What follows belongs to an exercise in optimizing a design on an open flow for small area, a short achievable clock period and few clock cycles; a production flow would make more cautious choices. The RTL was checked by simulation tests, not by an equivalence proof against the original design. Power and IR drop assume default switching activity.

### flow/flow/run.sh
#!/bin/bash
# The standard layout (standard.sh) in two parts:
#  - synthesis to clock tree: adders are not mapped to the library's full/half-adder cells
#    (slow carry chains), ports are buffered with buf_4 (instead of a delay cell), the clock
#    tree uses clkbuf_4/clkbuf_8, and timing repair aims at a 7.75 ns setup slack margin;
#  - global and detailed route: timing repair aims at the same 7.75 ns margin, and fixes what
#    global-routing parasitics made worse.
# Registers are mapped as in the standard synthesis. Each part's make output goes to its own log.
set -euo pipefail
COMMON=(ADDER_MAP_FILE= "BUFFER_PORTS_ARGS=-buffer_cell sky130_fd_sc_hd__buf_4"
        "CTS_BUF_LIST=sky130_fd_sc_hd__clkbuf_4 sky130_fd_sc_hd__clkbuf_8")
bash standard.sh "${COMMON[@]}" SETUP_SLACK_MARGIN=7.75 cts > make_to_cts.log 2>&1
bash standard.sh "${COMMON[@]}" SETUP_SLACK_MARGIN=7.75 finish > make_finish.log 2>&1
### flow/standard.sh
#!/bin/bash
# synth_recipe.tcl (not shown) runs the flow's synth.tcl, then flattens the netlist and writes it again
# the make line also repeats each setting of config.mk as NAME=value (left out here)
make -C /OpenROAD-flow-scripts/flow DESIGN_CONFIG=/design/flow/config.mk WORK_HOME=/design/flow/orfs CLKGATE_MAP_FILE= SYNTH_SCRIPT=/design/flow/synth_recipe.tcl "${@:-finish}"
### flow/config.mk
export PLATFORM = sky130hd
export DESIGN_NAME = core
export DESIGN_NICKNAME = core
export VERILOG_FILES = /design/flow/design.v
export SDC_FILE = /design/flow/constraint.sdc
export NUM_CORES = 4
export LEC_CHECK = 0
export CAP_MARGIN = 20
export CORE_MARGIN = 2
export CORE_UTILIZATION = 45
export SLEW_MARGIN = 20
export SYNTH_HIERARCHICAL = 1
### flow/constraint.sdc
create_clock -name core_clock -period 12.0 [get_ports {clk}]
set_input_delay 2.4000 -clock core_clock [delete_from_list [all_inputs] [get_ports {clk}]]
set_output_delay 2.4000 -clock core_clock [all_outputs]
set_load 0.01 [all_outputs]
### flow/design.v
module core(
  input clk,
  input resetn,
  output [31:0] address,
  output [31:0] data_out,
  input [31:0] data_in,
  output we
);
reg [31:0] areg;       
reg [31:1] fpc;        
reg [31:2] xaddr;      
reg [31:0] sd;         
reg [31:0] ir;         
reg        v;          
reg [31:1] alt;        
reg [31:0] ra;         
reg [31:0] bx;         
reg        cin;        
reg        bpa, bpb, bps;   
reg is_lui, is_auipc, is_jal, is_jalr, is_br, is_load, is_store, is_opi, is_op, is_sys;
reg        m;          
reg        mw;         
reg        halted;
reg [4:0]  mrd;        
reg [2:0]  mf3;        
reg        mst;        
reg [31:0] wb;         
reg [4:0]  wbr;        
reg        wbv;        
reg [31:0] rf [1:31];
wire [2:0] f3 = ir[14:12];
wire [4:0] rd = ir[11:7];
wire ex = v & ~m & ~halted;
wire [31:0] xa = bpa ? wb : ra;
wire [31:0] xb = bpb ? (cin ? ~wb : wb) : bx;
wire [32:0] sum = {1'b0, xa} + {1'b0, xb} + {32'd0, cin};
wire ltu = ~sum[32];
wire lt  = (xa[31] == xb[31]) ? xa[31] : sum[31];
wire eq  = &(xa ^ xb);    
wire [4:0] shamt = xb[4:0];
wire shl = ~f3[2];
reg [31:0] sh_in, sh_rev;
integer k;
always @(*) begin
  for (k = 0; k < 32; k = k + 1) sh_in[k] = shl ? xa[31-k] : xa[k];
end
wire sh_fill = ir[30] & xa[31] & ~shl;
wire [63:0] sh_ext = {{32{sh_fill}}, sh_in} >> shamt;
wire [31:0] sh_out = sh_ext[31:0];
always @(*) begin
  for (k = 0; k < 32; k = k + 1) sh_rev[k] = shl ? sh_out[31-k] : sh_out[k];
end
reg [31:0] alu;
always @(*) begin
  case (f3)
    3'b000: alu = sum[31:0];
    3'b001: alu = sh_rev;
    3'b010: alu = {31'd0, lt};
    3'b011: alu = {31'd0, ltu};
    3'b100: alu = xa ^ xb;
    3'b101: alu = sh_rev;
    3'b110: alu = xa | xb;
    default: alu = xa & xb;
  endcase
end
reg taken;
always @(*) begin
  case (f3)
    3'b000: taken = eq;
    3'b001: taken = ~eq;
    3'b100: taken = lt;
    3'b101: taken = ~lt;
    3'b110: taken = ltu;
    3'b111: taken = ~ltu;
    default: taken = 1'b0;
  endcase
end
wire pred = is_br & ir[31];
wire redirect = ex & (is_jalr | is_jal | (is_br & (taken ^ pred)));
wire mem_op = ex & (is_load | is_store);
reg [31:0] result;
always @(*) begin
  if (is_op | is_opi) result = alu;
  else if (is_auipc) result = sum[31:0];
  else if (is_lui) result = bx;
  else result = {alt, 1'b0};
end
wire e_wr = ex & (is_op | is_opi | is_lui | is_auipc | is_jal | is_jalr);
reg [31:0] lsh, ldata;
always @(*) begin
  lsh = data_in >> {areg[1:0], 3'b000};
  case (mf3)
    3'b000: ldata = {{24{lsh[7]}}, lsh[7:0]};
    3'b001: ldata = {{16{lsh[15]}}, lsh[15:0]};
    3'b100: ldata = {24'd0, lsh[7:0]};
    3'b101: ldata = {16'd0, lsh[15:0]};
    default: ldata = lsh;
  endcase
end
reg [31:0] merged;
always @(*) begin
  merged = data_in;
  if (mf3[0]) begin
    if (areg[1]) merged[31:16] = sd[15:0];
    else merged[15:0] = sd[15:0];
  end else begin
    case (areg[1:0])
      2'b00: merged[7:0]   = sd[7:0];
      2'b01: merged[15:8]  = sd[7:0];
      2'b10: merged[23:16] = sd[7:0];
      default: merged[31:24] = sd[7:0];
    endcase
  end
end
wire sub_word = ~mf3[1];             
wire m_last = m & (mw | ~mst | ~sub_word);
wire [31:0] faddr = areg;
assign address  = areg;
assign data_out = sd;
assign we       = m & mst & (mw | ~sub_word);
always @(posedge clk) begin
  if (wbv && wbr != 5'd0) rf[wbr] <= wb;
end
wire fetch = ~m & ~halted;
wire [31:0] fi = data_in;
wire f_jal   = fi[6:0] == 7'b1101111;
wire f_jalr  = fi[6:0] == 7'b1100111;
wire f_br    = fi[6:0] == 7'b1100011;
wire f_auipc = fi[6:0] == 7'b0010111;
wire f_lui   = fi[6:0] == 7'b0110111;
wire f_store = fi[6:0] == 7'b0100011;
wire f_op    = fi[6:0] == 7'b0110011;
wire kill = ex & is_store & f_store;    
wire smc = mst & v & (areg[31:16] == 16'd0) & (areg[15:2] == xaddr[15:2]);
wire f_pred  = f_br & fi[31];
wire [12:0] f_imm = {fi[31], fi[7], fi[30:25], fi[11:8], 1'b0};
wire [13:0] f_lo;
wire [18:0] f_hi = faddr[31:13];
wire [18:0] f_hi_p, f_hi_m, f_up;
core_add13 u_flo (.a(faddr[12:0]), .b(f_imm), .s(f_lo));
core_incdec19 u_fhi (.h(f_hi), .hp(f_hi_p), .hm(f_hi_m));
core_csel19 u_fup (.h(f_hi), .hp(f_hi_p), .hm(f_hi_m), .neg(fi[31]), .c(f_lo[13]), .up(f_up));
wire [31:0] f_tgt = {f_up, f_lo[12:0]};
wire [31:0] f_seq = faddr + 32'd4;
wire [4:0] rs1 = fi[19:15];
wire [4:0] rs2 = fi[24:20];
reg [31:1] sel1, sel2;
integer i;
always @(*) begin
  for (i = 1; i < 32; i = i + 1) begin
    sel1[i] = rs1 == i;
    sel2[i] = rs2 == i;
  end
end
wire [31:0] rd1, rd2;
genvar gb, gr;
generate
  for (gb = 0; gb < 32; gb = gb + 1) begin : g_rd
    wire [31:1] col;
    for (gr = 1; gr < 32; gr = gr + 1) begin : g_col
      assign col[gr] = rf[gr][gb];
    end
    core_rdbit u_rd1 (.d(col), .s(sel1), .y(rd1[gb]));
    core_rdbit u_rd2 (.d(col), .s(sel2), .y(rd2[gb]));
  end
endgenerate
wire fw = wbv & (wbr != 5'd0);
wire [31:0] opa = (fw && wbr == rs1) ? wb : rd1;
wire [31:0] opb = (fw && wbr == rs2) ? wb : rd2;
wire e_dst = (e_wr | (ex & is_load)) & (rd != 5'd0);
wire f_use1 = ~(f_lui | f_auipc | f_jal);
wire hit1 = e_dst & (rd == rs1);
wire hit2 = e_dst & (rd == rs2);
wire [2:0] s_f3 = fi[14:12];
wire s_cmp = (s_f3 == 3'b010) | (s_f3 == 3'b011);
reg [31:0] s_b;
reg s_inv;
always @(*) begin
  s_inv = 1'b0;
  case (fi[6:0])
    7'b0110011: begin    
      s_b = opb;
      s_inv = s_cmp | (s_f3 == 3'b000 & fi[30]);
    end
    7'b1100011: begin    
      s_b = opb;
      s_inv = 1'b1;
    end
    7'b0100011: s_b = {{21{fi[31]}}, fi[30:25], fi[11:7]};    
    7'b0110111, 7'b0010111: s_b = {fi[31:12], 12'd0};          
    7'b1101111: s_b = {{12{fi[31]}}, fi[19:12], fi[20], fi[30:21], 1'b0};   
    default: begin        
      s_b = {{21{fi[31]}}, fi[30:20]};
      s_inv = (fi[6:0] == 7'b0010011) & s_cmp;
    end
  endcase
end
always @(posedge clk) begin
  if (!resetn) begin
    areg <= 32'd0;
    v <= 1'b0;
    m <= 1'b0;
    mw <= 1'b0;
    halted <= 1'b0;
    wbv <= 1'b0;
  end else begin
    if (ex & is_sys) begin
      halted <= 1'b1;
      v <= 1'b0;
    end else if (fetch) begin
      v <= ~redirect & ~kill;
    end else if (m_last & smc) begin
      v <= 1'b0;
    end
    if (mem_op) areg <= sum[31:0];
    else if (m_last) areg <= smc ? {xaddr, 2'b00} : {fpc, 1'b0};
    else if (m | halted) areg <= areg;
    else if (redirect) areg <= is_br ? {alt, 1'b0} : {sum[31:1], 1'b0};
    else areg <= f_pred ? f_tgt : f_seq;
    if (mem_op) m <= 1'b1;
    else if (m_last) m <= 1'b0;
    mw <= m & ~mw & mst & sub_word;
    wbv <= (m & ~mst) | e_wr;
  end
end
always @(posedge clk) begin
  if (m) begin
    wb <= ldata;
    wbr <= mrd;
  end else begin
    wb <= result;
    wbr <= rd;
  end
  if (m) begin
    if (~m_last) sd <= merged;
  end else if (ex & is_store) begin
    if (bps) sd <= wb;
  end else if (fetch & f_store) sd <= opb;
  if (fetch) begin
    ir <= fi;
    fpc <= kill ? faddr[31:1] : f_pred ? f_tgt[31:1] : f_seq[31:1];
    alt <= (f_pred | f_jalr | f_jal) ? f_seq[31:1] : f_tgt[31:1];
    is_lui   <= f_lui;
    is_auipc <= f_auipc;
    is_jal   <= f_jal;
    is_jalr  <= f_jalr;
    is_br    <= f_br;
    is_load  <= fi[6:0] == 7'b0000011;
    is_store <= f_store;
    is_opi   <= fi[6:0] == 7'b0010011;
    is_op    <= f_op;
    is_sys   <= fi[6:0] == 7'b1110011;
    ra <= (f_auipc | f_jal) ? faddr : opa;
    bx <= s_inv ? ~s_b : s_b;
    cin <= s_inv;
    bpa <= hit1 & f_use1;
    bpb <= hit2 & (f_op | f_br);
    bps <= hit2 & f_store;
  end
  if (ex & is_store) xaddr <= faddr[31:2];
  if (mem_op) begin
    mrd <= rd;
    mf3 <= f3;
    mst <= is_store;
  end
end
endmodule
module core_add13(input [12:0] a, input [12:0] b, output [13:0] s);
assign s = {1'b0, a} + {1'b0, b};
endmodule
module core_incdec19(input [18:0] h, output [18:0] hp, output [18:0] hm);
assign hp = h + 19'd1;
assign hm = h - 19'd1;
endmodule
module core_csel19(input [18:0] h, input [18:0] hp, input [18:0] hm, input neg, input c, output [18:0] up);
assign up = (neg == c) ? h : (c ? hp : hm);
endmodule
module core_rdbit(input [31:1] d, input [31:1] s, output y);
wire [10:0] n;
genvar g;
generate
  for (g = 0; g < 10; g = g + 1) begin : g_aoi
    core_aoi222 u (.a0(d[3*g+1]), .b0(s[3*g+1]), .a1(d[3*g+2]), .b1(s[3*g+2]),
                   .a2(d[3*g+3]), .b2(s[3*g+3]), .y(n[g]));
  end
endgenerate
assign n[10] = ~(d[31] & s[31]);
assign y = ~(&n);
endmodule
module core_aoi222(input a0, input b0, input a1, input b1, input a2, input b2, output y);
assign y = ~((a0 & b0) | (a1 & b1) | (a2 & b2));
endmodule
==> reports/results.tsv <==
stage	metric	value	unit
run_status	status	complete, no violations	
global_route	pin count of the biggest net entering global routing	154	
drt	WL final	339	mm
critical_path	R2R depth	15	
synthesis	Mean Syn Cell Area	12.7	µm²
synthesis	Post-Syn Instances	5197	
power	Leak Pwr	0.0283	µW
synthesis	Post-synth EDFFs	1213	
clocking	CTS Hold Buffers Added	0	
critical_path	worst flop-to-flop path endpoint	areg[1]	
floorplanning	Core Footprint	0.146	mm²
place	pre-CTS setup slack	5.86	ns
place	Port Buf Inserts	98	
timing	FMAX	219	MHz
clocking	CTS tree	built	
clocking	Clock Latency Late Sink	1.00	ns
global_route	Congestion Overflow GR	0	
synthesis	Synthesis Warnings	7	
timing	fin worst setup slack	7.43	ns
place	DP HPWL	209	mm
drt	DRT antenna net count	0	
final_layout	Layout area overhead	23.6	%
synthesis	register area share after synthesis	57.2	%
critical_path	WP data arrival	5.37	ns
critical_path	Setup CP Type	flop to flop	
final_layout	nets	5800	
floorplanning	DIE AREA	0.150	mm²
drt	Via Count	59300	
synthesis	Primary FF master, synth	edfxtp_1	
clocking	root buffer cell	clkbuf_8	
final_layout	share of post-route cells with drive strength above 1	26.9	%
power	maximum vdd drop	193	µV
final_layout	area of the multi-input gates	0.0294	mm²
final_layout	commonest cells after routing, fill and taps aside	edfxtp_1, a222oi_1, buf_4, nand2_1, mux2i_1	
critical_path	startpoint types	flop	
timing	TNS Setup	0	ns
timing	relative slew slack	17.6	%
timing	fin crit share	38.1	%
floorplanning	I/O pins	99	
power	pwr/cell area	265	mW/mm²
final_layout	Filler cells	12000	
power	total power	21700	µW
drt	WL/cell	43.1	µm
critical_path	worst setup path endpoint	areg[1]	
synthesis	Post-synth ARST share	0	%
timing	# setup viols final	0	
timing	Slew Viols, Final	0	
clocking	TritonCTS buffer count	213	
clocking	Reg clk slew, reported paths	0.06	ns
final_layout	Register Area	0.0380	mm²
timing	RSZ-0062 raised after global routing	yes	
clocking	CTS Sinks	1287	
floorplanning	# rows	140	
run	maxcap violations	0	
drt	drt initial violations	13000	
global_route	Total GRT Usage	42.8	%
place	dpl cell area	0.0706	mm²
critical_path	Crit Path Max Fanout	63	
floorplanning	Chip Width	388	µm
drt	Residual DRC	0	
final_layout	design area	0.0818	mm²
synthesis	#FFs+latches synth	1287	
clocking	CTS Buffer Depth	3	
critical_path	Worst Path Required	12.80	ns
timing	final hold violation count	0	
synthesis	cell taking the most area after synthesis	edfxtp_1	
synthesis	synthesized cell area	0.0662	mm²
final_layout	commonest non-fill, non-tap cell in the layout	edfxtp_1	
timing	Worst-Margin Slew	1.23	ns
synthesis	top cells by area, synth	edfxtp_1, a222oi_1, mux2i_1	
drt	drt pass-1 iters	15	
critical_path	crit path from	bpa	
synthesis	Cell variety after synth	110	
min_path	Hold WC Path Type	flop to flop	
global_route	global-route wire length before repair	451	mm
place	routability-driven placement congestion ratio	1.07	
floorplanning	Die Y	388	µm
synthesis	Yosys top cell area share	55.0	%
timing	post-layout min period	4.57	ns
critical_path	worst reg2reg path startpoint	bpa	
global_route	antenna violations before repair	32	
critical_path	CP Capture Type	flop	
global_route	vias in the first global route	54600	
drt	vias per inst	7.54	
timing	Post-Route Skew	0.0816	ns
clocking	H-tree depth	4	
critical_path	R2R Setup Slk	7.43	ns
floorplanning	Initial Utilization	45.4	%
## kinds of logic (layout without fill, tap and decap cells)
kind of cell / after synthesis / count (layout) / share of synthesized area (%)
compound gates: 1703 / 1703 / 20.6
xor+xnor: 275 / 275 / 3.65
fa+ha+maj: 27 / 27 / 0.421
buf+inv: 347 / 1068 / 2.52
flops: 1287 / 1287 / 57.2
mux: 449 / 449 / 7.72
other cells: 1 / 20 / 0.00566
simple gates: 1108 / 1120 / 7.89
## layer usage
metal | wire length [µm] | vias to the layer above | track usage, %
li1 | - | 23300 | -
met1 | 114000 | 29000 | 53.4
met2 | 141000 | 5553 | 62.7
met3 | 50800 | 1376 | 14.6
met4 | 33100 | 26 | 29.4
met5 | 484 | - | 0
## Yosys cell counts, drive strengths merged (20+ instances only)
master     n
a222oi   644
edfxtp  1213
inv       33
buf      109
maj3      27
nand4    157
nor2b     30
a31oi     38
mux4      32
xnor2    157
o221ai    20
nand3     47
a221oi    32
xor2     118
nand2b    23
a21oi    304
nor4      21
o211ai    31
clkbuf   202
nor2     332
nand2    358
mux2i    331
mux2      86
o21ai    270
a31o      38
a211oi    71
o22ai     49
nor3      51
dfxtp     74
a2111o    65
## worst min-delay path by stage
stage	slack, ns	cells past startpoint	endpoint	start
floorplan	0.41	1	mw	mw
global placement	0.44	1	mw	mw
detailed placement	0.46	1	mw	mw
CTS	0.49	1	wbr[1]	mrd[1]
global route	0.51	1	wbr[1]	mrd[1]
finish	0.48	1	wbr[1]	mrd[1]
## state kept, by name (all words and copies together) (netlist names), 31 cells and up
| name | flops |
|---|---|
| rf | 992 |
| fpc | 31 |
| areg | 32 |
| bx | 32 |
| ra | 32 |
| wb | 32 |
| sd | 32 |
| alt | 31 |
## Yosys stat by module, one instance, submodules excluded
module | copies in the design | cell area, µm²
core | 1 | 56100
core_add13 | 1 | 651
core_aoi222 | 640 | 10.0
core_csel19 | 1 | 642
core_incdec19 | 1 | 619
core_rdbit | 64 | 27.5
## worst max-delay path: stages, from the launching register on
cell and delay (ns):
edfxtp_1 0.43, buf_12 0.18, buf_16 0.16, inv_8 0.32
o21ai_1 0.18, o22ai_4 0.49, nand4_1 0.33, nor4_4 0.41
a31o_1 0.20, o2111ai_1 0.10, a211o_1 0.36, a311o_2 0.39
buf_6 0.15, and3_4 0.23, a311oi_2 0.28, a221oi_1 0.11
## timing repair
item	4_1_cts	5_1_grt
pin swaps	99	198
gates resized for setup	367	240
endpoints found under the setup margin	216	152
gates cloned	36	22
setup buffers	174	127
## metrics by stage
step	instances	utilization (%)	hold slack, ns
6_report	7866	56.1	0.484
5_1_grt	7857	56.1	0.511
4_1_cts	7701	54.2	0.490
3_5_place_dp	7109	48.4	0.465
3_3_place_gp	7107	48.3	0.438
2_1_floorplan	5200	-	0.406
## layout make-up
| class | count | area share, % |
|---|---|---|
| Sequential cell | 1287 | 46.4 |
| Multi-Input combinational cell | 3578 | 36.0 |
| Timing Repair Buffer | 649 | 8.92 |
| Clock buffer | 288 | 4.33 |
| Tap cell | 1917 | 2.93 |
| Clock inverter | 94 | 1.20 |
| Inverter | 36 | 0.194 |
| Antenna cell | 16 | 0.0489 |
| Timing Repair inverter | 1 | 0.00917 |
## report_power, final
part / internal [µW] / total (µW) / switching [µW]
Sequential: 5910 / 6470 / 558
Clock: 2300 / 4230 / 1930
Combinational: 3680 / 11000 / 7280
Testbench counts, summed over its fixed seeds: cycles 196,504.

## re-timing with driven ports
The results above use ideal ports. As a check the final layout listed here was re-extracted and re-timed, cells and wires unchanged. Step 1, drivers: a clkbuf_16 drives clk and a buf_2 each remaining input, both assumed. Step 2, shift: input delay + t, output delay - t, t = (earliest + latest rising clock arrival at the registers) / 2. This alone moves slack from input paths to output paths. Slacks: no drivers / after step 1 / after step 2; pairs: no drivers / after step 1.
shift t [ns]: 1.036
setup slack, ns: 7.434 / 7.298 / 6.263
worst setup path at the end: input to register
latest minus earliest clock arrival (ns): 0.081 / 0.081
After both steps this run still meets setup and hold. The setup slack of this run moves by -0.136 ns with the drivers and by -1.171 ns with both steps.
